This design comes from an exercise in tuning for small area on the open sky130 flow, not from production work.
In this exercise RTL edits were held to simulation tests only and were not proved equivalent to the original.

**flow/design.v**
```verilog
module lsd_filter (
    input  [11:0] x,
    input  [11:0] s1,
    input  [11:0] s2,
    output [11:0] d
);
  wire f0, f1, f2, f3, f4, f5, f6, f7;
  wire f8, f9, f10, f11, f12, f13, f14, f15;
  wire f16, f17, f18, f19, f20, f21, f22, f23;
  wire f24, f25, f26, f27, f28, f29, f30, f31;
  wire f32, f33, f34, f35, f36, f37, f38, f39;
  wire f40, f41, f42, f43, f44, f45, f46, f47;
  wire f48, f49, f50, f51, f52, f53, f54, f55;
  wire f56, f57, f58, f59, f60, f61, f62, f63;
  wire f64, f65, f66, f67, f68, f69, f70, f71;
  wire f72, f73, f74, f75, f76, f77, f78, f79;
  wire f80, f81, f82, f83, f84, f85, f86, f87;
  wire f88, f89, f90, f91, f92, f93, f94, f95;
  wire f96, f97, f98, f99, f100, f101, f102, f103;
  wire f104, f105, f106, f107, f108, f109, f110, f111;
  wire f112, f113, f114, f115, f116, f117, f118, f119;
  wire f120, f121, f122, f123, f124, f125, f126, f127;
  wire f128, f129, f130, f131, f132, f133, f134, f135;
  wire f136, f137, f138, f139, f140, f141, f142, f143;
  wire f144, f145, f146, f147, f148, f149, f150, f151;
  wire f152, f153, f154, f155, f156, f157, f158, f159;
  wire f160, f161, f162, f163, f164, f165, f166, f167;
  wire f168, f169, f170, f171, f172, f173, f174, f175;
  wire f176, f177, f178, f179, f180, f181, f182, f183;
  wire f184, f185, f186, f187, f188, f189, f190, f191;
  wire f192, f193, f194, f195, f196, f197, f198, f199;
  wire f200, f201, f202, f203, f204, f205, f206, f207;
  wire f208, f209, f210, f211, f212, f213, f214, f215;
  wire f216, f217;
  assign f0 = s1[1] ^ ~s2[0] ^ ~s2[1];
  assign f1 = (s1[1] & ~s2[0]) | (s1[1] & ~s2[1]) | (~s2[0] & ~s2[1]);
  assign f2 = s1[0] ^ s1[2] ^ ~s2[1];
  assign f3 = (s1[0] & s1[2]) | (s1[0] & ~s2[1]) | (s1[2] & ~s2[1]);
  assign f4 = s1[0] ^ s1[1] ^ s1[3];
  assign f5 = (s1[0] & s1[1]) | (s1[0] & s1[3]) | (s1[1] & s1[3]);
  assign f6 = s1[1] ^ s1[2] ^ s1[4];
  assign f7 = (s1[1] & s1[2]) | (s1[1] & s1[4]) | (s1[2] & s1[4]);
  assign f8 = s1[2] ^ s1[3] ^ s1[5];
  assign f9 = (s1[2] & s1[3]) | (s1[2] & s1[5]) | (s1[3] & s1[5]);
  assign f10 = s1[3] ^ s1[4] ^ s1[6];
  assign f11 = (s1[3] & s1[4]) | (s1[3] & s1[6]) | (s1[4] & s1[6]);
  assign f12 = ~s2[0] ^ ~s2[5] ^ ~s2[6];
  assign f13 = (~s2[0] & ~s2[5]) | (~s2[0] & ~s2[6]) | (~s2[5] & ~s2[6]);
  assign f14 = s1[0] ^ s1[4] ^ s1[5];
  assign f15 = (s1[0] & s1[4]) | (s1[0] & s1[5]) | (s1[4] & s1[5]);
  assign f16 = s1[7] ^ ~s2[0] ^ ~s2[1];
  assign f17 = (s1[7] & ~s2[0]) | (s1[7] & ~s2[1]) | (~s2[0] & ~s2[1]);
  assign f18 = ~(~s2[6] ^ ~s2[7]);
  assign f19 = ~s2[6] | ~s2[7];
  assign f20 = s1[1] ^ s1[5] ^ s1[6];
  assign f21 = (s1[1] & s1[5]) | (s1[1] & s1[6]) | (s1[5] & s1[6]);
  assign f22 = s1[8] ^ ~s2[1] ^ ~s2[2];
  assign f23 = (s1[8] & ~s2[1]) | (s1[8] & ~s2[2]) | (~s2[1] & ~s2[2]);
  assign f24 = s1[2] ^ s1[6] ^ s1[7];
  assign f25 = (s1[2] & s1[6]) | (s1[2] & s1[7]) | (s1[6] & s1[7]);
  assign f26 = s1[9] ^ ~s2[2] ^ ~s2[3];
  assign f27 = (s1[9] & ~s2[2]) | (s1[9] & ~s2[3]) | (~s2[2] & ~s2[3]);
  assign f28 = s1[0] ^ s1[3] ^ s1[7];
  assign f29 = (s1[0] & s1[3]) | (s1[0] & s1[7]) | (s1[3] & s1[7]);
  assign f30 = s1[8] ^ s1[10] ^ ~s2[3];
  assign f31 = (s1[8] & s1[10]) | (s1[8] & ~s2[3]) | (s1[10] & ~s2[3]);
  assign f32 = ~s2[4] ^ ~s2[9] ^ ~s2[10];
  assign f33 = (~s2[4] & ~s2[9]) | (~s2[4] & ~s2[10]) | (~s2[9] & ~s2[10]);
  assign f34 = s1[1] ^ s1[4] ^ s1[8];
  assign f35 = (s1[1] & s1[4]) | (s1[1] & s1[8]) | (s1[4] & s1[8]);
  assign f36 = s1[9] ^ ~s1[11] ^ ~s2[4];
  assign f37 = (s1[9] & ~s1[11]) | (s1[9] & ~s2[4]) | (~s1[11] & ~s2[4]);
  assign f38 = ~s2[5] ^ ~s2[10] ^ s2[11];
  assign f39 = (~s2[5] & ~s2[10]) | (~s2[5] & s2[11]) | (~s2[10] & s2[11]);
  assign f40 = s1[2] ^ s1[5] ^ s1[9];
  assign f41 = (s1[2] & s1[5]) | (s1[2] & s1[9]) | (s1[5] & s1[9]);
  assign f42 = s1[10] ^ ~s2[5] ^ ~s2[6];
  assign f43 = (s1[10] & ~s2[5]) | (s1[10] & ~s2[6]) | (~s2[5] & ~s2[6]);
  assign f44 = s1[3] ^ s1[6] ^ s1[10];
  assign f45 = (s1[3] & s1[6]) | (s1[3] & s1[10]) | (s1[6] & s1[10]);
  assign f46 = ~s1[11] ^ ~s2[6] ^ ~s2[7];
  assign f47 = (~s1[11] & ~s2[6]) | (~s1[11] & ~s2[7]) | (~s2[6] & ~s2[7]);
  assign f48 = s1[4] ^ s1[7] ^ ~s1[11];
  assign f49 = (s1[4] & s1[7]) | (s1[4] & ~s1[11]) | (s1[7] & ~s1[11]);
  assign f50 = s1[5] ^ s1[8] ^ ~s2[8];
  assign f51 = (s1[5] & s1[8]) | (s1[5] & ~s2[8]) | (s1[8] & ~s2[8]);
  assign f52 = s1[6] ^ s1[9] ^ ~s2[9];
  assign f53 = (s1[6] & s1[9]) | (s1[6] & ~s2[9]) | (s1[9] & ~s2[9]);
  assign f54 = s1[7] ^ s1[10] ^ ~s2[10];
  assign f55 = (s1[7] & s1[10]) | (s1[7] & ~s2[10]) | (s1[10] & ~s2[10]);
  assign f56 = s1[8] ^ ~s1[11] ^ s2[11];
  assign f57 = (s1[8] & ~s1[11]) | (s1[8] & s2[11]) | (~s1[11] & s2[11]);
  assign f58 = f1 ^ f2 ^ ~s2[2];
  assign f59 = (f1 & f2) | (f1 & ~s2[2]) | (f2 & ~s2[2]);
  assign f60 = f3 ^ f4 ^ ~s2[2];
  assign f61 = (f3 & f4) | (f3 & ~s2[2]) | (f4 & ~s2[2]);
  assign f62 = f5 ^ f6 ^ ~s2[3];
  assign f63 = (f5 & f6) | (f5 & ~s2[3]) | (f6 & ~s2[3]);
  assign f64 = f7 ^ f8 ^ ~s2[4];
  assign f65 = (f7 & f8) | (f7 & ~s2[4]) | (f8 & ~s2[4]);
  assign f66 = f9 ^ f10 ^ f12;
  assign f67 = (f9 & f10) | (f9 & f12) | (f10 & f12);
  assign f68 = f11 ^ f13 ^ f14;
  assign f69 = (f11 & f13) | (f11 & f14) | (f13 & f14);
  assign f70 = f15 ^ f17 ^ f19;
  assign f71 = (f15 & f17) | (f15 & f19) | (f17 & f19);
  assign f72 = f20 ^ f22 ^ ~s2[7];
  assign f73 = (f20 & f22) | (f20 & ~s2[7]) | (f22 & ~s2[7]);
  assign f74 = f21 ^ f23 ^ f24;
  assign f75 = (f21 & f23) | (f21 & f24) | (f23 & f24);
  assign f76 = f26 ^ ~s2[8] ^ ~s2[9];
  assign f77 = (f26 & ~s2[8]) | (f26 & ~s2[9]) | (~s2[8] & ~s2[9]);
  assign f78 = f25 ^ f27 ^ f28;
  assign f79 = (f25 & f27) | (f25 & f28) | (f27 & f28);
  assign f80 = f29 ^ f31 ^ f33;
  assign f81 = (f29 & f31) | (f29 & f33) | (f31 & f33);
  assign f82 = f34 ^ f36 ^ f38;
  assign f83 = (f34 & f36) | (f34 & f38) | (f36 & f38);
  assign f84 = f35 ^ f37 ^ f39;
  assign f85 = (f35 & f37) | (f35 & f39) | (f37 & f39);
  assign f86 = f40 ^ f42 ^ s2[11];
  assign f87 = (f40 & f42) | (f40 & s2[11]) | (f42 & s2[11]);
  assign f88 = f41 ^ f43 ^ f44;
  assign f89 = (f41 & f43) | (f41 & f44) | (f43 & f44);
  assign f90 = f45 ^ f47 ^ f48;
  assign f91 = (f45 & f47) | (f45 & f48) | (f47 & f48);
  assign f92 = f49 ^ f50 ^ ~s2[9];
  assign f93 = (f49 & f50) | (f49 & ~s2[9]) | (f50 & ~s2[9]);
  assign f94 = f51 ^ f52 ^ ~s2[10];
  assign f95 = (f51 & f52) | (f51 & ~s2[10]) | (f52 & ~s2[10]);
  assign f96 = f53 ^ f54 ^ s2[11];
  assign f97 = (f53 & f54) | (f53 & s2[11]) | (f54 & s2[11]);
  assign f98 = ~(f55 ^ f56);
  assign f99 = f55 | f56;
  assign f100 = f59 ^ f60 ^ ~s2[3];
  assign f101 = (f59 & f60) | (f59 & ~s2[3]) | (f60 & ~s2[3]);
  assign f102 = f61 ^ f62 ^ ~s2[4];
  assign f103 = (f61 & f62) | (f61 & ~s2[4]) | (f62 & ~s2[4]);
  assign f104 = f63 ^ f64 ^ ~s2[5];
  assign f105 = (f63 & f64) | (f63 & ~s2[5]) | (f64 & ~s2[5]);
  assign f106 = ~(f65 ^ f66);
  assign f107 = f65 | f66;
  assign f108 = f67 ^ f68 ^ f16;
  assign f109 = (f67 & f68) | (f67 & f16) | (f68 & f16);
  assign f110 = f69 ^ f70 ^ f72;
  assign f111 = (f69 & f70) | (f69 & f72) | (f70 & f72);
  assign f112 = f71 ^ f73 ^ f74;
  assign f113 = (f71 & f73) | (f71 & f74) | (f73 & f74);
  assign f114 = f75 ^ f77 ^ f78;
  assign f115 = (f75 & f77) | (f75 & f78) | (f77 & f78);
  assign f116 = f30 ^ f32 ^ x[0];
  assign f117 = (f30 & f32) | (f30 & x[0]) | (f32 & x[0]);
  assign f118 = f79 ^ f80 ^ f82;
  assign f119 = (f79 & f80) | (f79 & f82) | (f80 & f82);
  assign f120 = f81 ^ f83 ^ f84;
  assign f121 = (f81 & f83) | (f81 & f84) | (f83 & f84);
  assign f122 = f85 ^ f87 ^ f88;
  assign f123 = (f85 & f87) | (f85 & f88) | (f87 & f88);
  assign f124 = f89 ^ f90 ^ ~s2[7];
  assign f125 = (f89 & f90) | (f89 & ~s2[7]) | (f90 & ~s2[7]);
  assign f126 = f91 ^ f92 ^ x[5];
  assign f127 = (f91 & f92) | (f91 & x[5]) | (f92 & x[5]);
  assign f128 = f93 ^ f94 ^ x[6];
  assign f129 = (f93 & f94) | (f93 & x[6]) | (f94 & x[6]);
  assign f130 = f95 ^ f96 ^ x[7];
  assign f131 = (f95 & f96) | (f95 & x[7]) | (f96 & x[7]);
  assign f132 = f97 ^ f98 ^ x[8];
  assign f133 = (f97 & f98) | (f97 & x[8]) | (f98 & x[8]);
  assign f134 = f99 ^ f57 ^ s1[9];
  assign f135 = (f99 & f57) | (f99 & s1[9]) | (f57 & s1[9]);
  assign f136 = ~(s1[10] ^ x[10]);
  assign f137 = s1[10] | x[10];
  assign f138 = ~(~s1[11] ^ ~x[11]);
  assign f139 = ~s1[11] | ~x[11];
  assign f140 = f107 ^ f108 ^ f18;
  assign f141 = (f107 & f108) | (f107 & f18) | (f108 & f18);
  assign f142 = f109 ^ f110 ^ ~s2[8];
  assign f143 = (f109 & f110) | (f109 & ~s2[8]) | (f110 & ~s2[8]);
  assign f144 = f111 ^ f112 ^ f76;
  assign f145 = (f111 & f112) | (f111 & f76) | (f112 & f76);
  assign f146 = f113 ^ f114 ^ f116;
  assign f147 = (f113 & f114) | (f113 & f116) | (f114 & f116);
  assign f148 = f115 ^ f117 ^ f118;
  assign f149 = (f115 & f117) | (f115 & f118) | (f117 & f118);
  assign f150 = f119 ^ f120 ^ f86;
  assign f151 = (f119 & f120) | (f119 & f86) | (f120 & f86);
  assign f152 = f121 ^ f122 ^ f46;
  assign f153 = (f121 & f122) | (f121 & f46) | (f122 & f46);
  assign f154 = f123 ^ f124 ^ ~s2[8];
  assign f155 = (f123 & f124) | (f123 & ~s2[8]) | (f124 & ~s2[8]);
  assign f156 = ~(f125 ^ f126);
  assign f157 = f125 | f126;
  assign f158 = ~(f127 ^ f128);
  assign f159 = f127 | f128;
  assign f160 = f133 ^ f134 ^ x[9];
  assign f161 = (f133 & f134) | (f133 & x[9]) | (f134 & x[9]);
  assign f162 = f145 ^ f146 ^ x[11];
  assign f163 = (f145 & f146) | (f145 & x[11]) | (f146 & x[11]);
  assign f164 = f147 ^ f148 ^ x[1];
  assign f165 = (f147 & f148) | (f147 & x[1]) | (f148 & x[1]);
  assign f166 = f149 ^ f150 ^ x[2];
  assign f167 = (f149 & f150) | (f149 & x[2]) | (f150 & x[2]);
  assign f168 = f151 ^ f152 ^ x[3];
  assign f169 = (f151 & f152) | (f151 & x[3]) | (f152 & x[3]);
  assign f170 = f153 ^ f154 ^ x[4];
  assign f171 = (f153 & f154) | (f153 & x[4]) | (f154 & x[4]);
  assign f172 = f159 ^ f129 ^ f130;
  assign f173 = (f159 & f129) | (f159 & f130) | (f129 & f130);
  assign f174 = f161 ^ f135 ^ f136;
  assign f175 = (f161 & f135) | (f161 & f136) | (f135 & f136);
  assign f176 = f171 ^ f155 ^ f156;
  assign f177 = (f171 & f155) | (f171 & f156) | (f155 & f156);
  assign f178 = f173 ^ f131 ^ f132;
  assign f179 = (f173 & f131) | (f173 & f132) | (f131 & f132);
  assign f180 = f175 ^ f137 ^ f138;
  assign f181 = (f175 & f137) | (f175 & f138) | (f137 & f138);
  assign f182 = f177 ^ f157 ^ f158;
  assign f183 = (f177 & f157) | (f177 & f158) | (f157 & f158);
  assign f184 = (s1[0] & ~s2[0]) | (s1[0] & ~x[11]) | (~s2[0] & ~x[11]);
  assign f185 = (f0 & 1'b1) | (f0 & f184) | (1'b1 & f184);
  assign f186 = f58 & f185;
  assign f187 = f100 & f186;
  assign f188 = (f101 & f102) | (f101 & f187) | (f102 & f187);
  assign f189 = (f103 & f104) | (f103 & f188) | (f104 & f188);
  assign f190 = (f105 & f106) | (f105 & f189) | (f106 & f189);
  assign f191 = f140 & f190;
  assign f192 = (f141 & f142) | (f141 & f191) | (f142 & f191);
  assign f193 = (f143 & f144) | (f143 & f192) | (f144 & f192);
  assign f194 = f162 ^ f193;
  assign f195 = f162 & f193;
  assign f196 = f163 ^ f164 ^ f195;
  assign f197 = (f163 & f164) | (f163 & f195) | (f164 & f195);
  assign f198 = f165 ^ f166 ^ f197;
  assign f199 = (f165 & f166) | (f165 & f197) | (f166 & f197);
  assign f200 = f167 ^ f168 ^ f199;
  assign f201 = (f167 & f168) | (f167 & f199) | (f168 & f199);
  assign f202 = f169 ^ f170 ^ f201;
  assign f203 = (f169 & f170) | (f169 & f201) | (f170 & f201);
  assign f204 = f176 ^ f203;
  assign f205 = f176 & f203;
  assign f206 = f182 ^ f205;
  assign f207 = f182 & f205;
  assign f208 = f183 ^ f172 ^ f207;
  assign f209 = (f183 & f172) | (f183 & f207) | (f172 & f207);
  assign f210 = f178 ^ f209;
  assign f211 = f178 & f209;
  assign f212 = f179 ^ f160 ^ f211;
  assign f213 = (f179 & f160) | (f179 & f211) | (f160 & f211);
  assign f214 = f174 ^ f213;
  assign f215 = f174 & f213;
  assign f216 = f180 ^ f215;
  assign f217 = f180 & f215;
  assign d = {f216, f214, f212, f210, f208, f206, f204, f202, f200, f198, f196, f194};
endmodule
module lsd_mag (
    input  [11:0] d,
    input  [11:0] s2,
    output [11:0] y,
    output [10:0] u
);
  wire m0, m1, m2, m3, m4, m5, m6, m7;
  wire m8, m9, m10, m11, m12, m13, m14, m15;
  wire m16, m17, m18, m19, m20, m21, m22, m23;
  wire m24, m25, m26, m27, m28, m29, m30, m31;
  wire m32, m33, m34, m35, m36, m37, m38, m39;
  wire m40, m41, m42, m43, m44, m45, m46, m47;
  wire m48, m49, m50, m51, m52, m53, m54, m55;
  wire m56, m57, m58, m59, m60, m61, m62, m63;
  wire m64, m65, m66, m67, m68, m69, m70, m71;
  wire m72, m73, m74, m75, m76, m77, m78, m79;
  wire m80, m81, m82, m83, m84, m85, m86, m87;
  wire m88, m89, m90, m91, m92, m93, m94, m95;
  wire m96, m97, m98, m99, m100, m101, m102, m103;
  wire m104, m105, m106, m107, m108, m109, m110, m111;
  wire m112, m113, m114, m115, m116, m117, m118, m119;
  wire m120, m121, m122, m123, m124, m125, m126, m127;
  wire m128, m129, m130, m131, m132, m133, m134, m135;
  wire m136, m137, m138, m139, m140, m141, m142, m143;
  wire m144, m145, m146;
  assign m0 = ~(d[0] ^ ~s2[0]);
  assign m1 = d[0] | ~s2[0];
  assign m2 = m1 ^ d[1] ^ ~s2[1];
  assign m3 = (m1 & d[1]) | (m1 & ~s2[1]) | (d[1] & ~s2[1]);
  assign m4 = m3 ^ d[2] ^ ~s2[2];
  assign m5 = (m3 & d[2]) | (m3 & ~s2[2]) | (d[2] & ~s2[2]);
  assign m6 = m5 ^ d[3] ^ ~s2[3];
  assign m7 = (m5 & d[3]) | (m5 & ~s2[3]) | (d[3] & ~s2[3]);
  assign m8 = m7 ^ d[4] ^ ~s2[4];
  assign m9 = (m7 & d[4]) | (m7 & ~s2[4]) | (d[4] & ~s2[4]);
  assign m10 = m9 ^ d[5] ^ ~s2[5];
  assign m11 = (m9 & d[5]) | (m9 & ~s2[5]) | (d[5] & ~s2[5]);
  assign m12 = m11 ^ d[6] ^ ~s2[6];
  assign m13 = (m11 & d[6]) | (m11 & ~s2[6]) | (d[6] & ~s2[6]);
  assign m14 = m13 ^ d[7] ^ ~s2[7];
  assign m15 = (m13 & d[7]) | (m13 & ~s2[7]) | (d[7] & ~s2[7]);
  assign m16 = m15 ^ d[8] ^ ~s2[8];
  assign m17 = (m15 & d[8]) | (m15 & ~s2[8]) | (d[8] & ~s2[8]);
  assign m18 = m17 ^ d[9] ^ ~s2[9];
  assign m19 = (m17 & d[9]) | (m17 & ~s2[9]) | (d[9] & ~s2[9]);
  assign m20 = m19 ^ d[10] ^ ~s2[10];
  assign m21 = (m19 & d[10]) | (m19 & ~s2[10]) | (d[10] & ~s2[10]);
  assign m22 = m21 ^ ~d[11] ^ s2[11];
  assign m23 = (m21 & ~d[11]) | (m21 & s2[11]) | (~d[11] & s2[11]);
  assign m24 = m23 ^ 1'b1;
  assign m25 = m23 & 1'b1;
  assign m26 = ~m0 ^ m4 ^ ~m12;
  assign m27 = (~m0 & m4) | (~m0 & ~m12) | (m4 & ~m12);
  assign m28 = ~m2 ^ m6 ^ ~m14;
  assign m29 = (~m2 & m6) | (~m2 & ~m14) | (m6 & ~m14);
  assign m30 = m0 ^ ~m4 ^ m8;
  assign m31 = (m0 & ~m4) | (m0 & m8) | (~m4 & m8);
  assign m32 = m2 ^ ~m6 ^ m10;
  assign m33 = (m2 & ~m6) | (m2 & m10) | (~m6 & m10);
  assign m34 = m4 ^ ~m8 ^ m12;
  assign m35 = (m4 & ~m8) | (m4 & m12) | (~m8 & m12);
  assign m36 = m6 ^ ~m10 ^ m14;
  assign m37 = (m6 & ~m10) | (m6 & m14) | (~m10 & m14);
  assign m38 = m8 ^ ~m12 ^ m16;
  assign m39 = (m8 & ~m12) | (m8 & m16) | (~m12 & m16);
  assign m40 = m10 ^ ~m14 ^ m18;
  assign m41 = (m10 & ~m14) | (m10 & m18) | (~m14 & m18);
  assign m42 = m12 ^ ~m16 ^ m20;
  assign m43 = (m12 & ~m16) | (m12 & m20) | (~m16 & m20);
  assign m44 = m14 ^ ~m18 ^ m22;
  assign m45 = (m14 & ~m18) | (m14 & m22) | (~m18 & m22);
  assign m46 = m16 ^ ~m20 ^ ~m24;
  assign m47 = (m16 & ~m20) | (m16 & ~m24) | (~m20 & ~m24);
  assign m48 = ~(m18 ^ ~m22);
  assign m49 = m18 | ~m22;
  assign m50 = m29 ^ m30 ^ ~m16;
  assign m51 = (m29 & m30) | (m29 & ~m16) | (m30 & ~m16);
  assign m52 = m31 ^ m32 ^ ~m18;
  assign m53 = (m31 & m32) | (m31 & ~m18) | (m32 & ~m18);
  assign m54 = m33 ^ m34 ^ ~m20;
  assign m55 = (m33 & m34) | (m33 & ~m20) | (m34 & ~m20);
  assign m56 = m35 ^ m36 ^ ~m22;
  assign m57 = (m35 & m36) | (m35 & ~m22) | (m36 & ~m22);
  assign m58 = m37 ^ m38 ^ m24;
  assign m59 = (m37 & m38) | (m37 & m24) | (m38 & m24);
  assign m60 = ~(m39 ^ m40);
  assign m61 = m39 | m40;
  assign m62 = ~(m41 ^ m42);
  assign m63 = m41 | m42;
  assign m64 = ~(m43 ^ m44);
  assign m65 = m43 | m44;
  assign m66 = m49 ^ m20 ^ m24;
  assign m67 = (m49 & m20) | (m49 & m24) | (m20 & m24);
  assign m68 = ~(m57 ^ m58);
  assign m69 = m57 | m58;
  assign m70 = m65 ^ m45 ^ m46;
  assign m71 = (m65 & m45) | (m65 & m46) | (m45 & m46);
  assign m72 = ~(m67 ^ m22);
  assign m73 = m67 | m22;
  assign m74 = m69 ^ m59 ^ m60;
  assign m75 = (m69 & m59) | (m69 & m60) | (m59 & m60);
  assign m76 = m71 ^ m47 ^ m48;
  assign m77 = (m71 & m47) | (m71 & m48) | (m47 & m48);
  assign m78 = m75 ^ m61 ^ m62;
  assign m79 = (m75 & m61) | (m75 & m62) | (m61 & m62);
  assign m80 = m79 ^ m63 ^ m64;
  assign m81 = (m79 & m63) | (m79 & m64) | (m63 & m64);
  assign m82 = ~m0 & 1'b1;
  assign m83 = ~m2 & m82;
  assign m84 = ~m4 & m83;
  assign m85 = ~m6 & m84;
  assign m86 = (m0 & ~m8) | (m0 & m85) | (~m8 & m85);
  assign m87 = (m2 & ~m10) | (m2 & m86) | (~m10 & m86);
  assign m88 = (m26 & 1'b1) | (m26 & m87) | (1'b1 & m87);
  assign m89 = (m27 & m28) | (m27 & m88) | (m28 & m88);
  assign m90 = m50 & m89;
  assign m91 = m51 ^ m52 ^ m90;
  assign m92 = (m51 & m52) | (m51 & m90) | (m52 & m90);
  assign m93 = m53 ^ m54 ^ m92;
  assign m94 = (m53 & m54) | (m53 & m92) | (m54 & m92);
  assign m95 = m55 ^ m56 ^ m94;
  assign m96 = (m55 & m56) | (m55 & m94) | (m56 & m94);
  assign m97 = m68 ^ m96;
  assign m98 = m68 & m96;
  assign m99 = m74 ^ m98;
  assign m100 = m74 & m98;
  assign m101 = m78 ^ m100;
  assign m102 = m78 & m100;
  assign m103 = m80 ^ m102;
  assign m104 = m80 & m102;
  assign m105 = m81 ^ m70 ^ m104;
  assign m106 = (m81 & m70) | (m81 & m104) | (m70 & m104);
  assign m107 = m76 ^ m106;
  assign m108 = m76 & m106;
  assign m109 = m77 ^ m66 ^ m108;
  assign m110 = (m77 & m66) | (m77 & m108) | (m66 & m108);
  assign m111 = m72 ^ m110;
  assign m112 = m72 & m110;
  assign m113 = m73 ^ ~m24 ^ m112;
  assign m114 = (m73 & ~m24) | (m73 & m112) | (~m24 & m112);
  assign m115 = m91 ^ m113;
  assign m116 = m115 ^ m113;
  assign m117 = m115 & m113;
  assign m118 = m93 ^ m113;
  assign m119 = m118 ^ m117;
  assign m120 = m118 & m117;
  assign m121 = m95 ^ m113;
  assign m122 = m121 ^ m120;
  assign m123 = m121 & m120;
  assign m124 = m97 ^ m113;
  assign m125 = m124 ^ m123;
  assign m126 = m124 & m123;
  assign m127 = m99 ^ m113;
  assign m128 = m127 ^ m126;
  assign m129 = m127 & m126;
  assign m130 = m101 ^ m113;
  assign m131 = m130 ^ m129;
  assign m132 = m130 & m129;
  assign m133 = m103 ^ m113;
  assign m134 = m133 ^ m132;
  assign m135 = m133 & m132;
  assign m136 = m105 ^ m113;
  assign m137 = m136 ^ m135;
  assign m138 = m136 & m135;
  assign m139 = m107 ^ m113;
  assign m140 = m139 ^ m138;
  assign m141 = m139 & m138;
  assign m142 = m109 ^ m113;
  assign m143 = m142 ^ m141;
  assign m144 = m142 & m141;
  assign m145 = m111 ^ m113;
  assign m146 = m145 ^ m144;
  assign u = {m146, m143, m140, m137, m134, m131, m128, m125, m122, m119, m116};
  assign y = {m113, m111, m109, m107, m105, m103, m101, m99, m97, m95, m93, m91};
endmodule
module lsd_pop (
    input  [22:0] z,
    output [4:0] cnt
);
  wire p0, p1, p2, p3, p4, p5, p6, p7;
  wire p8, p9, p10, p11, p12, p13, p14, p15;
  wire p16, p17, p18, p19, p20, p21, p22, p23;
  wire p24, p25, p26, p27, p28, p29, p30, p31;
  wire p32, p33, p34, p35, p36, p37, p38, p39;
  wire p40, p41, p42, p43;
  assign p0 = z[0] ^ z[1] ^ z[2];
  assign p1 = (z[0] & z[1]) | (z[0] & z[2]) | (z[1] & z[2]);
  assign p2 = z[3] ^ z[4] ^ z[5];
  assign p3 = (z[3] & z[4]) | (z[3] & z[5]) | (z[4] & z[5]);
  assign p4 = z[6] ^ z[7] ^ z[8];
  assign p5 = (z[6] & z[7]) | (z[6] & z[8]) | (z[7] & z[8]);
  assign p6 = z[9] ^ z[10] ^ z[11];
  assign p7 = (z[9] & z[10]) | (z[9] & z[11]) | (z[10] & z[11]);
  assign p8 = z[12] ^ z[13] ^ z[14];
  assign p9 = (z[12] & z[13]) | (z[12] & z[14]) | (z[13] & z[14]);
  assign p10 = z[15] ^ z[16] ^ z[17];
  assign p11 = (z[15] & z[16]) | (z[15] & z[17]) | (z[16] & z[17]);
  assign p12 = z[18] ^ z[19] ^ z[20];
  assign p13 = (z[18] & z[19]) | (z[18] & z[20]) | (z[19] & z[20]);
  assign p14 = ~(z[21] ^ z[22]);
  assign p15 = z[21] | z[22];
  assign p16 = p0 ^ p2 ^ p4;
  assign p17 = (p0 & p2) | (p0 & p4) | (p2 & p4);
  assign p18 = p6 ^ p8 ^ p10;
  assign p19 = (p6 & p8) | (p6 & p10) | (p8 & p10);
  assign p20 = p1 ^ p3 ^ p5;
  assign p21 = (p1 & p3) | (p1 & p5) | (p3 & p5);
  assign p22 = p7 ^ p9 ^ p11;
  assign p23 = (p7 & p9) | (p7 & p11) | (p9 & p11);
  assign p24 = ~(p13 ^ p15);
  assign p25 = p13 | p15;
  assign p26 = p16 ^ p18 ^ p12;
  assign p27 = (p16 & p18) | (p16 & p12) | (p18 & p12);
  assign p28 = p17 ^ p19 ^ p20;
  assign p29 = (p17 & p19) | (p17 & p20) | (p19 & p20);
  assign p30 = p21 ^ p23 ^ p25;
  assign p31 = (p21 & p23) | (p21 & p25) | (p23 & p25);
  assign p32 = p27 ^ p28 ^ p22;
  assign p33 = (p27 & p28) | (p27 & p22) | (p28 & p22);
  assign p34 = p33 ^ p29 ^ p30;
  assign p35 = (p33 & p29) | (p33 & p30) | (p29 & p30);
  assign p36 = p26 ^ p14;
  assign p37 = p26 & p14;
  assign p38 = p32 ^ p24 ^ p37;
  assign p39 = (p32 & p24) | (p32 & p37) | (p24 & p37);
  assign p40 = p34 ^ p39;
  assign p41 = p34 & p39;
  assign p42 = p35 ^ p31 ^ p41;
  assign p43 = (p35 & p31) | (p35 & p41) | (p31 & p41);
  assign cnt = {p43, p42, p40, p38, p36};
endmodule
`timescale 1ns / 1ps
module lsort_detect (
    input               clk,
    input               rst_n,
    input               in_valid,
    input        [ 1:0] in_channel,
    input        [11:0] in_data,
    output logic        out_valid,
    output logic [ 1:0] out_channel,
    output logic [10:0] out_data,
    output logic        out_spike,
    output logic [38:0] out_time
);
  localparam int NW = 23;   
  logic [1:0] ph;
  always_ff @(posedge clk or negedge rst_n)
    if (!rst_n) ph <= 2'd0;
    else ph <= ph + 2'd1;
  logic [1:0] dly;
  logic [3:1] ev;
  logic [11:0] ed1, ed2, ed3;
  assign dly = in_channel - ph;
  always_ff @(posedge clk or negedge rst_n)
    if (!rst_n) ev <= '0;
    else begin
      ev[1] <= in_valid && dly == 2'd3;
      ev[2] <= ev[1] || (in_valid && dly == 2'd2);
      ev[3] <= ev[2] || (in_valid && dly == 2'd1);
    end
  always_ff @(posedge clk) begin
    ed1 <= in_data;
    ed2 <= (in_valid && dly == 2'd2) ? in_data : ed1;
    ed3 <= (in_valid && dly == 2'd1) ? in_data : ed2;
  end
  logic pv;
  logic [11:0] x;
  assign pv = ev[3] || (in_valid && dly == 2'd0);
  assign x  = ev[3] ? ed3 : in_data;
  logic [23:0] flt0, flt1, flt2, flt3;   
  logic seen3;
  always_ff @(posedge clk or negedge rst_n)
    if (!rst_n) seen3 <= 1'b0;
    else if (pv && ph == 2'd3) seen3 <= 1'b1;
  logic [11:0] s1, s2, d;
  assign s1 = seen3 ? flt3[23:12] : 12'd0;
  assign s2 = seen3 ? flt3[11:0] : 12'd0;
  lsd_filter u_filter (
      .x (x),
      .s1(s1),
      .s2(s2),
      .d (d)
  );
  logic v1;
  logic [11:0] s2o;
  always_ff @(posedge clk or negedge rst_n)
    if (!rst_n) v1 <= 1'b0;
    else v1 <= pv;
  always_ff @(posedge clk) begin
    flt0 <= pv ? {d, s1} : flt3;
    flt1 <= flt0;
    flt2 <= flt1;
    flt3 <= flt2;
    s2o  <= s2;
  end
  logic [10:0] u;
  lsd_mag u_mag (
      .d (flt0[23:12]),
      .s2(s2o),
      .y (),
      .u (u)
  );
  logic v2;
  logic [10:0] u2;
  always_ff @(posedge clk or negedge rst_n)
    if (!rst_n) v2 <= 1'b0;
    else v2 <= v1;
  always_ff @(posedge clk) u2 <= u;
  logic [5:0] g;   
  assign g = (u2[10:6] != 0) ? 6'd63 : (u2[5:0] == 0) ? 6'd0 : u2[5:0] - 6'd1;
  logic [NW-1:0][5:0] win0, win1, win2, win3;
  always_ff @(posedge clk) begin
    win0 <= win3;
    win1 <= v2 ? {win0[NW-2:0], g} : win0;
    win2 <= win1;
    win3 <= win2;
  end
  logic [NW-1:0] old_ok;
  always_comb
    for (int j = 0; j < NW; j++) old_ok[j] = (out_time[38:5] != 0) || (5'(j) < out_time[4:0]);
  logic [5:0] q;
  logic [NW-1:0] lt;
  logic [4:0] nlt;
  assign q = u2[10:5] - {5'd0, u2[4:0] == 5'd0};
  always_comb
    for (int j = 0; j < NW; j++) begin
      logic c;
      c = 1'b0;
      for (int b = 0; b < 6; b++) c = (~win0[j][b] & q[b]) | ((~win0[j][b] | q[b]) & c);
      lt[j] = old_ok[j] && c;
    end
  lsd_pop u_pop (
      .z  (lt),
      .cnt(nlt)   
  );
  assign out_valid = v2;
  assign out_data  = u2;
  assign out_spike = (u2 != 11'd0) && nlt[4];
  assign out_channel = ph + 2'd2;
  logic [38:0] tcarry;
  always_comb begin
    tcarry[0] = v2 && ph == 2'd1;
    for (int b = 1; b < 39; b++) tcarry[b] = tcarry[b-1] & out_time[b-1];
  end
  always_ff @(posedge clk or negedge rst_n)
    if (!rst_n) out_time <= '0;
    else out_time <= out_time ^ tcarry;
endmodule
```
**flow/flow/run.sh**
```bash
#!/bin/bash
# Layout flow: the standard layout (standard.sh) with two changes:
#  - after the standard synthesis, fa_polarity.py picks the polarity of each
#    full adder so that fewer inverters sit between adders (the registers and
#    all other cells stay as synthesis made them);
#  - the port buffers are the smallest buffer cell.
# Each step's output goes to a log of its own here; the tools' own logs are
# under orfs/logs.
set -euo pipefail
export BUFFER_PORTS_ARGS="-buffer_cell sky130_fd_sc_hd__buf_1"
R=orfs/results/${FLOW_PLATFORM}/lsort_detect/base
bash standard.sh synth > flow_synth.log 2>&1
cp $R/1_2_yosys.v flow_yosys_standard.v
python3 flow/fa_polarity.py flow_yosys_standard.v $R/1_2_yosys.new.v > flow_fa_polarity.log 2>&1
# the edited netlist is newer than 1_synth.odb, so make rebuilds it from there
mv $R/1_2_yosys.new.v $R/1_2_yosys.v
bash standard.sh finish > flow_finish.log 2>&1
```
**flow/flow/fa_polarity.py**
```python
#!/usr/bin/env python3
"""Removes inverters around full adders in a Yosys gate-level netlist.

Yosys's extract_fa gives each full adder the polarity it finds first, so
chains of adders often pass through inverters. A full adder is self-dual:
FA(~a, ~b, ~c) = (~sum, ~carry), so each adder may take either polarity.
This pass folds the netlist's inverters into signal polarities, chooses the
polarity of every adder by local search to need the fewest inverters, and
writes the netlist back with one inverter per signal that some sink needs
inverted. Registers and all other cells are left as they are.

usage: fa_polarity.py IN.v OUT.v
"""
import random
import re
import sys

INV = "sky130_fd_sc_hd__inv_1"
OUT_PINS = {"X", "Y", "Q", "Q_N", "SUM", "COUT", "HI", "LO"}


def parse(text):
    m = re.search(r"^\s*module\s+(\S+)\s*\((.*?)\);", text, re.S | re.M)
    head_end = m.end()
    body_end = text.rindex("endmodule")
    body = text[head_end:body_end]
    items = []
    cell_re = re.compile(
        r"\s*(\S+)\s+(\\\S+\s|\S+)\s*\(\s*((?:\.\w+\([^()]*\)\s*,?\s*)*)\);", re.S)
    stmts = re.findall(r"[^;]*;", body, re.S)
    for s in stmts:
        cm = cell_re.fullmatch(s)
        if cm and cm.group(1).startswith("sky130_"):
            pins = [[p, n.strip()] for p, n in re.findall(r"\.(\w+)\(([^()]*)\)", cm.group(3))]
            items.append(["cell", cm.group(1), cm.group(2).strip(), pins])
        else:
            items.append(["text", s])
    tail = body[sum(len(x) for x in stmts):]
    return text[:head_end], items, tail, text[body_end:]


def run(src, dst, iters=300000, seed=1):
    text = open(src).read()
    head, items, tail, end = parse(text)
    cells = [it for it in items if it[0] == "cell"]

    # nets that assigns or ports name keep their driver and value
    fixed_text = " ".join(it[1] for it in items
                          if it[0] == "text" and it[1].strip().startswith("assign")) + head
    names = set(re.findall(r"\\\S+|[A-Za-z_][\w$]*", fixed_text))

    def fixed(n):
        return n in names or n.split("[")[0] in names

    def is_inv(c):
        return re.fullmatch(r"sky130_fd_sc_hd__inv_\d+", c[1]) is not None

    def is_fa(c):
        return re.fullmatch(r"sky130_fd_sc_hd__fa_\d+", c[1]) is not None

    drv = {}
    for c in cells:
        for p, n in c[3]:
            if p in OUT_PINS:
                drv[n] = c
    # foldable inverters: those whose output net is not fixed
    fold = set()
    for c in cells:
        if is_inv(c) and not fixed(dict(c[3])["Y"]):
            fold.add(id(c))

    def base(n):
        pol = 0
        seen = 0
        while n in drv and id(drv[n]) in fold and seen < 100:
            n = dict(drv[n][3])["A"]
            pol ^= 1
            seen += 1
        return n, pol

    fas = [c for c in cells if is_fa(c)]
    fa_index = {id(c): i for i, c in enumerate(fas)}
    # requirements: signal -> list of (adder index or -1, polarity)
    req = {}
    for c in cells:
        if id(c) in fold:
            continue
        fi = fa_index.get(id(c), -1)
        for p, n in c[3]:
            if p in OUT_PINS:
                continue
            s, pol = base(n)
            req.setdefault(s, []).append((fi, pol))
    for c in cells:
        if id(c) in fold:
            continue
        for p, n in c[3]:
            if p in OUT_PINS and fixed(n):
                req.setdefault(n, []).append((-1, 0))
    src_fa = {}
    for c in fas:
        for p, n in c[3]:
            if p in ("SUM", "COUT"):
                src_fa[n] = fa_index[id(c)]
    sigs = list(req)
    sig_id = {s: i for i, s in enumerate(sigs)}
    touch = [[] for _ in fas]
    for s in sigs:
        if s in src_fa:
            touch[src_fa[s]].append(sig_id[s])
        for fi, _ in req[s]:
            if fi >= 0:
                touch[fi].append(sig_id[s])
    touch = [sorted(set(t)) for t in touch]
    x = [0] * len(fas)

    def cost(si):
        s = sigs[si]
        pi = x[src_fa[s]] if s in src_fa else 0
        for fi, pol in req[s]:
            if (pol ^ (x[fi] if fi >= 0 else 0)) != pi:
                return 1
        return 0

    cur = [cost(i) for i in range(len(sigs))]
    total0 = sum(cur)
    total = total0
    best = total
    best_x = list(x)
    rng = random.Random(seed)
    for it in range(iters if fas else 0):
        temp = max(0.05, 1.0 - it / (0.8 * iters))
        f = rng.randrange(len(fas))
        x[f] ^= 1
        new = [(si, cost(si)) for si in touch[f]]
        delta = sum(c for _, c in new) - sum(cur[si] for si in touch[f])
        if delta <= 0 or rng.random() < pow(2.718281828, -delta / temp):
            for si, c in new:
                cur[si] = c
            total += delta
            if total < best:
                best = total
                best_x = list(x)
        else:
            x[f] ^= 1
    x = best_x

    # rebuild: one inverter per signal that some sink needs inverted
    inv_net = {}
    new_cells = []
    for s in sigs:
        pi = x[src_fa[s]] if s in src_fa else 0
        if any((pol ^ (x[fi] if fi >= 0 else 0)) != pi for fi, pol in req[s]):
            m = f"fapol_n{len(inv_net)}"
            inv_net[s] = m
            new_cells.append(["cell", INV, f"fapol_i{len(inv_net)}", [["A", s], ["Y", m]]])
    for c in cells:
        if id(c) in fold:
            continue
        fi = fa_index.get(id(c), -1)
        for pn in c[3]:
            p, n = pn
            if p in OUT_PINS:
                continue
            s, pol = base(n)
            want = pol ^ (x[fi] if fi >= 0 else 0)
            pi = x[src_fa[s]] if s in src_fa else 0
            pn[1] = s if want == pi else inv_net[s]
    for c in cells:
        if id(c) in fold:
            c[1] = None
    out = [head]
    out.append("".join(f"\n  wire {w};" for w in sorted(inv_net.values())))
    esc = chr(92)
    for it in items + new_cells:
        if it[0] == "text":
            out.append(it[1])
        elif it[1] is not None:
            conns = ",\n".join(f"    .{p}({n}{' ' if n.startswith(esc) else ''})"
                               for p, n in it[3])
            name = it[2] + (" " if it[2].startswith(esc) else "")
            out.append(f"\n  {it[1]} {name} (\n{conns}\n  );")
    out.append(tail)
    out.append(end)
    open(dst, "w").write("".join(out))
    print(f"fa_polarity: {len(fas)} adders, {len(fold)} inverters folded, "
          f"{len(inv_net)} placed ({total0} before the search)")


if __name__ == "__main__":
    run(sys.argv[1], sys.argv[2])
```
**flow/standard.sh**
```bash
#!/bin/bash
# synth_recipe.tcl (not shown) runs the flow's synth.tcl, then flattens the netlist and writes it again
# the make line also repeats each setting of config.mk as NAME=value (left out here)
make -C /OpenROAD-flow-scripts/flow DESIGN_CONFIG=/design/flow/config.mk WORK_HOME=/design/flow/orfs CLKGATE_MAP_FILE= SYNTH_SCRIPT=/design/flow/synth_recipe.tcl "${@:-finish}"
```
**flow/config.mk**
```make
export PLATFORM = sky130hd
export DESIGN_NAME = lsort_detect
export DESIGN_NICKNAME = lsort_detect
export VERILOG_FILES = /design/flow/design.v
export SDC_FILE = /design/flow/constraint.sdc
export NUM_CORES = 4
export LEC_CHECK = 0
export CAP_MARGIN = 20
export CORE_MARGIN = 2
export CORE_UTILIZATION = 45
export CTS_CLUSTER_DIAMETER = 100
export CTS_CLUSTER_SIZE = 30
export SLEW_MARGIN = 20
```
**flow/constraint.sdc**
```tcl
create_clock -name core_clock -period 14.0 [get_ports {clk}]
set_input_delay 2.8000 -clock core_clock [delete_from_list [all_inputs] [get_ports {clk}]]
set_output_delay 2.8000 -clock core_clock [all_outputs]
set_load 0.01 [all_outputs]
```
==> results of run 1 <==
==> sequential cells by signal (all words and copies together), names as in the netlist <==
register  cells
ed1          12
ed2          12
ed3          12
ev            3
flt0         24
flt1         24
flt2         24
flt3         24
out_time     39
ph            2
s2o          12
seen3         1
u2           11
v1            1
v2            1
win0        138
win1        138
win2        138
win3        138
==> worst max-delay path, delay by kind of cell (launching register included) <==
family	cells	cell delay (ns)
adders and majority gates	32	9.68
buffers and inverters	9	0.75
xor gates and xnor gates	4	0.62
DFF	1	0.34
==> per-layer routing <==
layer | global-route usage | wire length, microns | up-vias
met5 | 0 | 0 | -
met4 | 0.03316 | 606 | 0
met3 | 0.02311 | 1532 | 36
met2 | 0.2518 | 19620 | 125
met1 | 0.2228 | 20890 | 6149
li1 | - | - | 5890
==> worst paths after layout <==
| kind | start | to | slack [ns] |
|---|---|---|---|
| worst max-delay path | flt0[12] | u2[10] | 2.53 |
| worst min-delay path | win3[3] | win0[3] | 0.33 |
| worst max register to register | flt0[12] | u2[10] | 2.53 |
| worst min register to register | win3[3] | win0[3] | 0.33 |
| max in group asynchronous | rst_n | v2 | 11.23 |
| min in group asynchronous | rst_n | out_time[14] | 2.28 |
==> layout by cell type, fill, tap and decap left out, types with 30 or more instances in the layout <==
cell type / count
dfxtp_1: 707
mux2_2: 179
fa_1: 143
inv_1: 109
ha_1: 82
nand2_1: 75
buf_1: 69
dfrtp_1: 46
nor2_1: 30
==> cell type report <==
| class | instances | area [sq um] |
|---|---|---|
| fill | 4702 | 27440 |
| sequential | 754 | 15330 |
| multi-input combinational | 818 | 8588 |
| tap | 696 | 870.8 |
| clock buffer | 34 | 744.5 |
| inverter | 109 | 409.1 |
| timing repair buffer | 85 | 384.1 |
| clock inverter | 3 | 40.04 |
==> summary.md, run 1 <==
| Metric | Value |
|---|---|
| CTS tree | yes |
| Post-Syn Area per Cell | 14.12 sq um |
| Reg clk slew, reported paths | 0.11 ns |
| ANT nets after route | 0 |
| CP endpoint kind | flip-flop |
| Max Cap Viol | 0 |
| Max clock buf depth | 3 |
| Placed Cells | 2461 |
| Sink Count | 754 |
| Core Region | 53810 sq um |
| WP data required | 14.54 ns |
| Vias in the first global route | 12730 |
| Yosys warns | 1 |
| Worst slack, placed | 2.453 ns |
| RSZ-0062 raised after global routing | false |
| Final TNS setup | 0 ns |
| Syn Nets | 1977 |
| Worst hold stages | 0 |
| Cell mode on critical path | fa_1 |
| Util after Layout | 0.4900 |
| H-Tree Depth | 1 |
| Peak fanout along the critical path | 12 |
| F_max | 87.21 MHz |
| GP Congestion | 0.8010 |
| Number of hold violations in the final report | 0 |
| Residual DRC | 0 |
| Dpl cell area | 25570 sq um |
| Tmin final | 11.47 ns |
| Share of layout cells above drive strength 1 | 0.1342 |
| Skew-Pair Late Insertion Delay | 0.61 ns |
| Worst slew pin tran | 0.9677 ns |
| PortBufs | 70 |
| Slowest stage delay, CP | 0.57 ns |
| Worst Skew | 0.01998 ns |
| Grt ovf | 0 |
| Syn Inst Count | 1735 |
| CP max stage cell | fa_1 |
| Slew headroom | 0.3549 |
| Final Max Slew Viols | 0 |
| P&R area growth vs syn | 7.651% |
| Total clock buffers created by CTS | 29 |
| Pre-antenna DRT Iters | 5 |
| Worst setup margin | 2.533 ns |
| Ant. Diodes | 0 |
| CP arrival | 12.00 ns |
| Design Area, Final | 26370 sq um |
| Pin count of the biggest net entering global routing | 67 |
| Setup Crit Path Kind | reg -> reg |
| DR WL/cell | 17.07 microns |
| Run status | timing/DRC/antenna clean |
| Crit start category | flip-flop |
| Fin Hold WS | 0.3289 ns |
| Row Count | 85 |
| Total GRT Usage | 0.1556 |
| DIE AREA | 56320 sq um |
| Global-route wire length before repair | 69830 microns |
| Detailed Route WL | 42650 microns |
| Fin nets | 2039 |
| Non-filler cells, final | 2499 |
| Die H | 237.3 microns |
| Ports | 71 |
| Die X | 237.3 microns |
| Hold Path Class | reg -> reg |
| Postcts setup bufs | 0 |
| Vias | 12200 |
| Setup violators final | 0 |
| Fin crit share | 0.8191 |
| Detailed Route Iter0 Violations | 584 |
| Initial antenna violation count | 0 |
| Vias per cell | 4.882 |
| CTS Root Cell | clkbuf_16 |
| Hold-fix buffers, CTS | 0 |
| Detailed Place HPWL | 29530 microns |
| Worst-case reg-to-reg path depth | 45 |
| Post-CTS sizing | 0 |
| Initial Util | 0.4552 |
| Mapped cell area | 24500 sq um |
==> run 2: changes to the inputs <==
--- a/flow/config.mk
+++ b/flow/config.mk
@@ -8,5 +8,5 @@
 export CAP_MARGIN = 20
 export CORE_MARGIN = 2
-export CORE_UTILIZATION = 45
+export CORE_UTILIZATION = 40
 export CTS_CLUSTER_DIAMETER = 100
 export CTS_CLUSTER_SIZE = 30
==> summary.md, run 2 <==
| Metric | Value |
|---|---|
| Tmin final | 11.39 ns (-0.07259 ns) |
| Sink Count | 754 (unchanged) |
| Number of hold violations in the final report | 0 (unchanged) |
| Non-filler cells, final | 2584 (+3.4%) |
| Peak fanout along the critical path | 12 (unchanged) |
| Grt ovf | 0 (unchanged) |
| P&R area growth vs syn | 8.208% |
| DR WL/cell | 16.36 microns (-4.1%) |
| RSZ-0062 raised after global routing | false |
| Worst setup path startpoint | flt0[12] |
| WP data required | 14.50 ns (-0.04 ns) |
| Mapped cell area | 24500 sq um (unchanged) |
| Commonest non-fill, non-tap cell in the layout | dfxtp_1 |
| Util after Layout | 0.4383 (-0.05169) |
| Setup Crit Path Kind | reg -> reg |
| Crit Reg-Reg Endpoint | u2[10] |
| CP endpoint kind | flip-flop |
| Skew-Pair Late Insertion Delay | 0.61 ns (about the same) |
| Pre-antenna DRT Iters | 5 (unchanged) |
| CP max stage cell | fa_1 |
| Ant. Diodes | 0 (unchanged) |
| Dpl cell area | 25680 sq um (+0.44%) |
| Row Count | 90 (+5.9%) |
| Final Max Slew Viols | 0 (unchanged) |
| Detailed Route WL | 42270 microns (-0.89%) |
| Crit start category | flip-flop |
| Critical path endpoint | u2[10] |
| Die X | 251.5 microns (+6.0%) |
| GP Congestion | 0.7938 (-0.90%) |
| Design Area, Final | 26510 sq um (+0.52%) |
| Worst setup margin | 2.606 ns (+0.07259 ns) |
| Slew headroom | 0.4122 (+0.05728) |
| Vias | 12350 (+1.3%) |
| Max clock buf depth | 3 (unchanged) |
| Total clock buffers created by CTS | 29 (unchanged) |
| Max Cap Viol | 0 (unchanged) |
| Worst Skew | 0.02163 ns (+0.001653 ns) |
| H-Tree Depth | 1 (unchanged) |
| Most frequent cells in the layout | dfxtp_1 (707), mux2_2 (179), fa_1 (143) |
| Setup violators final | 0 (unchanged) |
| Detailed Route Iter0 Violations | 583 (-0.17%) |
| Residual DRC | 0 (unchanged) |
| Worst slack, placed | 2.526 ns (+0.07326 ns) |
| CTS Root Cell | clkbuf_16 |
| Yosys warns | 1 (unchanged) |
| Global-route wire length before repair | 70330 microns (+0.72%) |
| Core Region | 60470 sq um (+12%) |
| Vias in the first global route | 13030 (+2.4%) |
| Worst-case reg-to-reg path depth | 45 (unchanged) |
| Initial Util | 0.4051 (-0.05011) |
| Number of fillers in the final layout | 5423 (+15%) |
| Slowest stage delay, CP | 0.57 ns (about the same) |
| Share of layout cells above drive strength 1 | 0.1354 (+0.001184) |
| Post-Syn Area per Cell | 14.12 sq um (unchanged) |
| Reg clk slew, reported paths | 0.11 ns (about the same) |
| CTS tree | yes |
| Syn Nets | 1977 (unchanged) |
| Pin count of the biggest net entering global routing | 56 (-16%) |
| Final TNS setup | 0 ns (unchanged) |
| RR Startpoint | flt0[12] |
| Vias per cell | 4.781 (-2.1%) |
| Initial antenna violation count | 0 (unchanged) |
| Ports | 71 (unchanged) |
| PortBufs | 70 (unchanged) |
| Fin nets | 2038 (-0.049%) |
| Hold-fix buffers, CTS | 0 (unchanged) |
| Hold Path Class | reg -> reg |
| Post-CTS sizing | 0 (unchanged) |
| Die H | 251.5 microns (+6.0%) |
| Worst slew pin tran | 0.8572 ns (-0.1105 ns) |
| Detailed Place HPWL | 29630 microns (+0.34%) |
| Run status | timing/DRC/antenna clean |
| ANT nets after route | 0 (unchanged) |
| Postcts setup bufs | 0 (unchanged) |
| DIE AREA | 63230 sq um (+12%) |
| R2R setup slack | 2.61 ns (+0.07 ns) |
| Cell mode on critical path | fa_1 |
| Placed Cells | 2546 (+3.5%) |
| CP arrival | 11.90 ns (-0.10 ns) |
| F_max | 87.76 MHz (+0.64%) |
| Total GRT Usage | 0.1379 (-0.01773) |
| Syn Inst Count | 1735 (unchanged) |
| Fin crit share | 0.8139 (-0.005185) |
run 2: metrics by stage:
step	hold WS (ns)
after CTS	0.3119
after global placement	0.3095
after floorplan	0.3096
after global routing	0.3077
final	0.3120
after detailed placement	0.3121
run 2: worst max-delay path, delay by kind of cell (launching register included):
kind | cells | cell delay [ns]
xor gates and xnor gates | 4 | 0.59
adders and majority gates | 32 | 9.59
buffers and inverters | 9 | 0.75
DFF | 1 | 0.34
run 2: cell type report:
| class | count | area, sq um | area share |
|---|---|---|---|
| multi-input combinational | 818 | 8605 | 0.3246 |
| tap | 782 | 978.4 | 0.03691 |
| sequential | 754 | 15330 | 0.5785 |
| clock inverter | 3 | 37.54 | 0.001416 |
| inverter | 109 | 409.1 | 0.01544 |
| timing repair buffer | 84 | 389.1 | 0.01468 |
| clock buffer | 34 | 754.5 | 0.02846 |
run 2: worst min path at each step:
stage,from,endpoint,slack [ns],depth (start not counted)
3_3_place_gp,win1[65],win2[65],0.31,0
2_1_floorplan,flt0[0],flt1[0],0.31,0
6_report,flt1[10],flt2[10],0.31,0
4_1_cts,flt1[10],flt2[10],0.31,0
3_5_place_dp,win3[133],win0[133],0.31,0
5_1_grt,flt1[10],flt2[10],0.31,0
run 2: layer usage:
layer | GRT usage | vias up | wire length [microns] | share of wire
met3 | 0.01970 | 58 | 1358 | 0.032
met2 | 0.2220 | 133 | 19290 | 0.46
met5 | 0 | - | 0 | 0
met4 | 0.03333 | 0 | 823 | 0.019
li1 | - | 5871 | - | -
met1 | 0.1967 | 6292 | 20800 | 0.49
==> run 3: changes to the inputs <==
--- a/flow/config.mk
+++ b/flow/config.mk
@@ -6,8 +6,8 @@
 export NUM_CORES = 4
 export LEC_CHECK = 0
-export CAP_MARGIN = 20
+export CAP_MARGIN = 5
 export CORE_MARGIN = 2
 export CORE_UTILIZATION = 40
 export CTS_CLUSTER_DIAMETER = 100
 export CTS_CLUSTER_SIZE = 30
-export SLEW_MARGIN = 20
+export SLEW_MARGIN = 5
==> summary.md, run 3 <==
| Metric | Value |
|---|---|
| Die X | 251.5 microns (unchanged) |
| Tmin final | 11.41 ns (+0.01088 ns) |
| Vias in the first global route | 13100 (+0.51%) |
| Row Count | 90 (unchanged) |
| WP data required | 14.50 ns (about the same) |
| Syn Nets | 1977 (unchanged) |
| Post-CTS sizing | 0 (unchanged) |
| RSZ-0062 raised after global routing | false |
| Peak fanout along the critical path | 12 (unchanged) |
| CTS Root Cell | clkbuf_16 |
| Total clock buffers created by CTS | 29 (unchanged) |
| Core Region | 60470 sq um (unchanged) |
| Share of layout cells above drive strength 1 | 0.1338 (-0.001591) |
| Crit-path leading delay family | adder cells |
| Sink Count | 754 (unchanged) |
| Pre-antenna DRT Iters | 7 (+2) |
| CP max stage cell | fa_1 |
| Crit start category | flip-flop |
| CP endpoint kind | flip-flop |
| Number of fillers in the final layout | 5426 (+0.055%) |
| Postcts setup bufs | 0 (unchanged) |
| Global-route wire length before repair | 70320 microns (about the same) |
| H-Tree Depth | 1 (unchanged) |
| Setup violators final | 0 (unchanged) |
| PortBufs | 70 (unchanged) |
| Worst slew pin tran | 1.174 ns (+0.3165 ns) |
| Vias | 12310 (-0.34%) |
| Hold Path Class | reg -> reg |
| DIE AREA | 63230 sq um (unchanged) |
| Syn Inst Count | 1735 (unchanged) |
| Total GRT Usage | 0.1378 (about the same) |
| Reg clk slew, reported paths | 0.11 ns (about the same) |
| Hold-fix buffers, CTS | 0 (unchanged) |
| Slew headroom | 0.2175 (-0.1947) |
| Fin crit share | 0.8146 (about the same) |
| P&R area growth vs syn | 8.030% |
| Final TNS setup | 0 ns (unchanged) |
| Setup Crit Path Kind | reg -> reg |
| Detailed Place HPWL | 29570 microns (-0.20%) |
| Residual DRC | 0 (unchanged) |
| Yosys warns | 1 (unchanged) |
| Ports | 71 (unchanged) |
| Detailed Route Iter0 Violations | 501 (-14%) |
| ANT nets after route | 0 (unchanged) |
| Max Cap Viol | 0 (unchanged) |
| F_max | 87.68 MHz (about the same) |
| CP Buf/Inv Count | 9 (unchanged) |
| Slowest stage delay, CP | 0.56 ns (about the same) |
| Ant. Diodes | 0 (unchanged) |
| Number of hold violations in the final report | 0 (unchanged) |
| GP Congestion | 0.7938 (unchanged) |
| CTS tree | yes |
| Pin count of the biggest net entering global routing | 56 (unchanged) |
| Initial antenna violation count | 0 (unchanged) |
| Cell mode on critical path | fa_1 |
| Vias per cell | 4.767 (-0.30%) |
| CP arrival | 11.91 ns (about the same) |
| Detailed Route WL | 42410 microns (+0.31%) |
| Post-Syn Area per Cell | 14.12 sq um (unchanged) |
| Fin nets | 2037 (-0.049%) |
| Run status | timing/DRC/antenna clean |
| Initial Util | 0.4051 (unchanged) |
| Mapped cell area | 24500 sq um (unchanged) |
| Grt ovf | 0 (unchanged) |
| Worst Skew | 0.02354 ns (+0.001905 ns) |
| Skew-Pair Late Insertion Delay | 0.61 ns (about the same) |
| Die H | 251.5 microns (unchanged) |
| DR WL/cell | 16.42 microns (+0.35%) |
| Max clock buf depth | 3 (unchanged) |
| Most frequent cells in the layout | dfxtp_1 (707), mux2_2 (179), fa_1 (143) |
| Commonest non-fill, non-tap cell in the layout | dfxtp_1 |
| Final Max Slew Viols | 0 (unchanged) |
## run 3: changes by cell type in the layout (fill, tap and decap cells not counted)
cell,change
nor2_2,-1
xnor2_4,-1
ha_2,-1
ha_1,+1
nor2_1,+1
xnor2_2,+1
buf_16,-1
## run 3: area by class of cell
type                    instances  area [sq um]  area share
repair buffers                 83         361.6     0.01366
well taps                     782         978.4     0.03697
flip-flops and latches        754         15330      0.5794
multi-input cells             818          8588      0.3245
inverters                     109         409.1     0.01546
clock buffers                  34         754.5     0.02851
clock inverters                 3         37.54    0.001418
## run 3: worst paths after layout
check | from | endpoint | slack [ns] | cells after the start
setup / recovery | flt0[12] | u2[10] | 2.59 | 45
hold / removal | flt0[10] | flt1[10] | 0.31 | 0
setup reg to reg | flt0[12] | u2[10] | 2.59 | 45
hold reg to reg | flt0[10] | flt1[10] | 0.31 | 0
max in group asynchronous | rst_n | v2 | 11.24 | 2
min in group asynchronous | rst_n | out_time[9] | 2.28 | 2
## run 3: stage by stage
stage	utilization	worst slack [ns]	area (sq um)	std cells	hold slack, ns
CTS	0.4376	2.479	26460	2583	0.3128
global route	0.4376	1.984	26460	2583	0.3136
finish	0.4376	2.595	26460	2583	0.3119
floorplan	-	2.668	24500	1735	0.3096
global placement	0.4245	2.666	25670	2546	0.3095
detailed placement	0.4245	2.499	25670	2546	0.3121
## run 3: routing by layer
layer  global-route usage  wire length (microns)  vias to the layer above
met2               0.2205                  19180                      119
met5                    0                      0                        -
met3              0.02167                   1416                       63
met1               0.1960                  20960                     6247
li1                     -                      -                     5883
met4              0.03418                    849                        0

==> separate check: timing with driven ports <==
How much do the figures lean on ideal ports? The routed layouts below were timed once more, with nothing changed but the port constraints.
Step 1 sets driving cells, clkbuf_16 on the clock port and buf_2 on the other inputs (assumed; they add their load-dependent delay and slew).
Step 2 times the ports against the registers' clock, not the clock port: input delays grow and output delays shrink by t, the midpoint of the rising clock arrivals with the driver on.
a / b / c = ideal / step 1 / step 2; a / b = the first two.
run | t, ns | setup slack, ns | worst setup path at the end
run 1 | 0.657 | 2.533 / 2.533 / 2.533 | register to register
run 2 | 0.653 | 2.606 / 2.606 / 2.606 | register to register
run 3 | 0.653 | 2.595 / 2.595 / 2.595 | register to register
After both steps setup and hold are still met in every run listed.
